What follows belongs to an exercise in optimizing a design on an open flow for small area, a short achievable clock period and few clock cycles per item; a production flow would make more cautious choices. Where RTL was checked, it was by simulation tests only, not by an equivalence proof against the original.

==> zinc: inputs <==
## exponential
module exponential(input clk, rst, start, input [15:0] x,
                   output done, output [1:0] intpart, output [15:0] fracpart);
export LEC_CHECK = 0
export CAP_MARGIN = 20
export CORE_MARGIN = 2
export CORE_UTILIZATION = 40
export SETUP_SLACK_MARGIN = 3
export SLEW_MARGIN = 20
create_clock -name core_clock -period 9.0 [get_ports {clk}]
run.sh (not shown) runs the stock make flow with config.mk's settings and CLKGATE_MAP_FILE= SYNTH_SCRIPT=/design/flow/synth_recipe.tcl, a recipe that flattens the netlist after the stock synthesis.
==> inputs of raven, as changes to zinc <==
SETUP_SLACK_MARGIN = 2   (was 3)
==> summary of the runs <==
In synthesized cell count, zinc and raven do not differ. In zinc the critical path depth is higher than in raven, by 1. First-iteration DRC count: zinc is higher than raven (about 22%). Fmax: raven is smaller than zinc (13%). In flip-flop and latch count, raven and zinc do not differ. Cell count: zinc is higher than raven (about 4%). Between raven and zinc, the lower wire length is in raven (gap about 3%, measured against zinc).
==> figures <==
quantity	zinc	raven
Slack of the worst reg-to-reg path	3.21 ns	2.37 ns
CTS clock-pin slew for the worst setup and hold paths	0.06 ns	0.05 ns
Actual slew at the worst max-slew pin	1.05 ns	1.05 ns
Filler Cell Count	2593	2625
Fraction of area in multi-input gates	65.1%	67.9%
Detail Route met3 WL	2.43 mm	2.17 mm
Util after Layout	45.8%	43.7%
Launching element of the worst setup path	u[3]$_DFFE_PP_	xneg[6]$_SDFF_PP0_
Area occupied by registers	1770 µm²	1720 µm²
Max-slew headroom at the worst pin	29.3%	29.3%
Outcome	finished clean	finished clean
Met3 Track Usage GR	4.18%	4.04%
R2R Path Start	u[3]$_DFFE_PP_	xneg[6]$_SDFF_PP0_
Multi-input gate area	7740 µm²	7710 µm²
Post-route standard cell area excluding fillers	11900 µm²	11400 µm²
Testbench counts of zinc, summed over its fixed seeds: cycles 72,000, items 8,000.
Testbench counts of raven, summed over its fixed seeds: cycles 72,000, items 8,000.


==> delta: inputs <==
Another version of the RTL of exponential (not shown whole).
==> module LUT, before the edit <==
module LUT (input [3:0] adr, output [15:0] data);
reg [15:0] datat;
	always @(adr) begin
		case(adr)
			0: datat = 16'hFFFF;
			1: datat = 16'h8000; 
			2: datat = 16'h5555; 
			3: datat = 16'h4000; 
			4: datat = 16'h3333; 
			5: datat = 16'h2AAA; 
			6: datat = 16'h2492; 
			7: datat = 16'h2000; 
			default : datat = 16'h0;
		endcase
	end
assign data = datat;
endmodule
==> module counter, before the edit <==
module counter (input clk,rst,zero,ld,enb, input [2:0] in ,output reg [3:0] out, output  co);
	always@(posedge clk, posedge rst)begin
		if(rst == 1'b1)
			out <= 0;
		else
			if(zero == 1'b1)
				out <= 0;
			else if(ld == 1'b1)
				out <= in;
			else if(enb == 1'b1)
				out <= out + 1'b1;
	end
	assign co = (out >= 4'b1000)? 1'b1: 1'b0;
endmodule 
==> module register, before the edit <==
module register (input clk,rst,zero,init,ld, input [15:0] r_in, output reg [15:0] r_out);
	always@(posedge clk, posedge rst)begin
		if(rst == 1'b1)
			r_out <= 0;
		else
			if(zero == 1'b1)
				r_out <= 0;
			else if (init == 1'b1)
				r_out <= 16'hFFFF;
			else if(ld == 1'b1)
				r_out <= r_in;
	end
 endmodule
==> module register18, before the edit <==
module register18 (input clk,rst,zero,init,ld, input [17:0] r_in, output reg [17:0] r_out);
	always@(posedge clk, posedge rst)begin
		if(rst == 1'b1)
			r_out <= 0;
		else
			if(zero == 1'b1)
				r_out <= 0;
			else if (init == 1'b1)
				r_out <= 16'hFFFF;
			else if(ld == 1'b1)
				r_out <= r_in;
	end
 endmodule
==> module mux2to1, before the edit <==
module mux2to1(input [15:0] a,b, input s, output [15:0] y);
	assign y = (~s)? a:b;
endmodule 
==> module multiplier, before the edit <==
module multiplier(input [15:0] a,b, output [15:0] c);
wire [31:0]temp;
	assign temp = a*b;
	assign c = temp[31:16];
endmodule
==> module adder, before the edit <==
module adder(input [17:0] a,b, output [17:0] s);
assign s = a+b;
endmodule
==> module datapath, before the edit <==
module datapath(input clk,rst, zx,initx,ldx, zt,initt,ldt, zr,initr,ldr, zc,ldc,enc, s,
		 input [15:0] x, output co,output [17:0]result);
	wire [15:0] xptwo;
	wire [2:0] c_in = 0;
	wire [15:0] data,m_out,temp_in,ymux;
	wire [15:0] xptwor,temp_out, xr;
	wire [17:0] res_in;
	wire [3:0] adr;
	register regx(clk,rst,zx,initx,ldx,x,xr);
	counter count(clk,rst,zc,ldc,enc,c_in,adr,co);
	LUT lut(adr,data);
	mux2to1 mux(xr,data,s,m_out);
	multiplier mult(m_out,temp_out,temp_in);
	register rtemp(clk,rst,zt,initt,ldt,temp_in,temp_out);
	adder add(result,{2'b00,temp_out},res_in);
	register18 rres(clk,rst,zr,initr,ldr,res_in,result);
endmodule
==> module controller, before the edit <==
module controller(input clk,rst,start,co,
		    output reg done, zx,initx,ldx, zt,initt,ldt, zr,initr,ldr, zc,ldc,enc, s);
	reg [2:0] ps, ns;
	parameter [2:0]
	Idle = 0, Initialization = 1, Begin = 2, Mult1 = 3, Mult2 = 4, Add=5;
	always@(ps,co,start)begin
		ns = Idle;
		case(ps)
			Idle:
				ns = (start)? Initialization : Idle;
			Initialization:
				ns = (start)? Initialization : Begin;
			Begin:
				ns = Mult1;
			Mult1:
				ns = Mult2;
			Mult2:
				ns = Add;
			Add:
				ns = (co)? Idle : Mult1;
		endcase
	end
	always@(ps,co,start)begin
	done = 1'b0; zx = 1'b0; initx = 1'b0; ldx = 1'b0; zt = 1'b0; initt = 1'b0; ldt = 1'b0; 
	zr = 1'b0; initr = 1'b0; ldr = 1'b0;  zc = 1'b0; ldc = 1'b0; enc = 1'b0; s = 1'b0;
		case(ps)
			Idle:begin
				zx = 1'b1;
				zt = 1'b1;
				zc = 1'b1;
				done = 1'b1;
			end
			Initialization: begin
				ldx = 1'b1;
			end
			Begin:begin
				initr = 1'b1;
				initt = 1'b1;
			end
			Mult1:begin
				s = 1'b0;
				ldt = 1'b1;
			end
			Mult2:begin
				s = 1'b1;
				ldt = 1'b1;
			end
			Add:begin
				enc =1'b1;
				ldr = 1'b1;
			end
		endcase
	end
	always@(posedge clk,posedge rst)begin
		if(rst == 1'b1)
			ps <= Idle;
		else
			ps <= ns;
	end
endmodule
==> module exponential, before the edit <==
module exponential(input clk,rst,start, input [15:0] x, 
		   output done, output[1:0] intpart, output [15:0]fracpart);
	wire co,zx,initx,ldx,zt,initt,ldt,zr,initr,ldr,zc,ldc,enc,s;
	controller control(clk,rst,start,co,done, zx,initx,ldx, 
			  zt,initt,ldt, zr,initr,ldr, zc,ldc,enc, s);
	datapath dP(clk,rst, zx,initx,ldx, zt,initt,ldt,
		    zr,initr,ldr, zc,ldc,enc, s,x,co,{intpart,fracpart});
endmodule
export LEC_CHECK = 0
export CAP_MARGIN = 20
export CORE_MARGIN = 2
export CORE_UTILIZATION = 40
export SLEW_MARGIN = 20
create_clock -name core_clock -period 9.0 [get_ports {clk}]
==> inputs of violet, as changes to delta <==
==> flow/design.v (replaced) <==
module exponential(input clk, rst, start, input [15:0] x,
                   output done, output [1:0] intpart, output [15:0] fracpart);
  reg  [3:0]  s;
  wire        idle = ~|s;
  reg  [15:0] u;
  reg  [17:0] r;
  always @(posedge clk or posedge rst)
    if (rst) s <= 4'b0;
    else     s <= {s[2:0], idle & start};
  assign done = idle;
  wire [30:0] p5555 = 16'h5555 * u[14:0];
  wire [27:0] p3333 = 16'h3333 * u[11:0];
  wire [25:0] p2aaa = 16'h2AAA * u[9:0];
  reg  [15:0] t;
  always @* begin
    case (1'b1)
      s[0]:    t = {1'b0, u[15:1]};
      s[1]:    t = {2'b0, p5555[29:16]};
      s[2]:    t = {2'b0, u[15:2]};
      s[3]:    t = {4'b0, p3333[27:16]};
      default: t = {6'b0, p2aaa[25:16]};
    endcase
  end
  wire        xge2 = |x[15:1];
  wire [15:0] t0 = xge2 ? x - 16'd2 : 16'd0;
  wire [3:0] t67 = (x >= 16'd46904) + (x >= 16'd51031) + (x >= 16'd53627) +
                   (x >= 16'd55899) + (x >= 16'd57544) + (x >= 16'd58980) +
                   (x >= 16'd60309) + (x >= 16'd61357) +
                   ((x >= 16'd62481) ? 4'd2 : 4'd0) +
                   (x >= 16'd63365) + (x >= 16'd64192) + (x >= 16'd64957);
  wire [17:0] r0 = 18'h0FFFF + {2'b0, t0} + {14'b0, t67};
  wire [15:0] b = idle ? t0 : t;
  wire [15:0] prod_hi;
  booth_mul16 mul(.a(x), .b(b), .hi(prod_hi));
  wire [17:0] sum = r + {2'b0, t};
  always @(posedge clk)
    if (start | ~idle) begin
      u <= prod_hi;
      r <= idle ? r0 : sum;
    end
  assign {intpart, fracpart} = sum;
endmodule
module booth_mul16(input [15:0] a, input [15:0] b, output [15:0] hi);
  wire [17:0] ae = {1'b0, a, 1'b0};
  wire [31:0] rows [0:8];
  wire [8:0]  neg;
  genvar i;
  generate
    for (i = 0; i < 8; i = i + 1) begin : g
      wire x0 = ae[2*i], x1 = ae[2*i+1], x2 = ae[2*i+2];
      wire one = x1 ^ x0;
      wire two = (x2 & ~x1 & ~x0) | (~x2 & x1 & x0);
      assign neg[i] = x2;
      wire [16:0] m = ({17{one}} & {1'b0, b}) | ({17{two}} & {b, 1'b0});
      wire [16:0] p = m ^ {17{x2}};
      assign rows[i] = {13'b0, ~x2, p} << (2*i);
    end
  endgenerate
  assign neg[8] = 1'b0;
  assign rows[8] = a[15] ? {b, 16'b0} : 32'b0;
  localparam [31:0] K = 32'h5556_0000;
  wire [31:0] negs = {15'b0, 1'b0, neg[7], 1'b0, neg[6], 1'b0, neg[5], 1'b0, neg[4], 1'b0, neg[3], 1'b0, neg[2], 1'b0, neg[1], 1'b0, neg[0]};
  wire [31:0] s = rows[0] + rows[1] + rows[2] + rows[3] + rows[4] + rows[5] + rows[6] + rows[7] + rows[8] + negs + K;
  assign hi = s[31:16];
endmodule
==> run summary <==
violet completed and failed the layout checks on setup timing. delta went through all stages and came out clean. Against delta, the worst hold slack of violet is better by 0.11 ns. Against delta, the routed wire length of violet is larger by 140%. Of delta and violet, delta has the higher register-to-register slack (gap 3.7 ns). Against violet, the critical path depth of delta is lower by 28. Of violet and delta, violet has the higher die area (gap about 70%, measured against delta).
Testbench counts of delta, summed over its fixed seeds: cycles 240,000, items 8,000.
Function not checked in violet: the RTL went through the layout flow alone.

what the ideal ports hide:
In the flow no input, the clock included, has a driving cell. The finished layouts below were timed again as built, in two steps. Step 1 assumes that a clkbuf_16 drives the clock port and a buf_2 every other input. Step 2 also shifts input and output timing later by t, the mid clock arrival at the registers, as if the neighbouring blocks saw the same clock. a / b / c = ideal ports / drivers / drivers and shift; a / b = the first two.
run | t, ns | setup slack, ns | worst setup path after step 2
zinc | 0.358 | 3.210 / 3.210 / 3.210 | register to register
raven | 0.358 | 2.372 / 2.372 / 2.372 | register to register
delta | 0.362 | 0.657 / 0.657 / 0.657 | register to register
violet | 0.328 | -3.002 / -3.002 / -3.002 | register to register
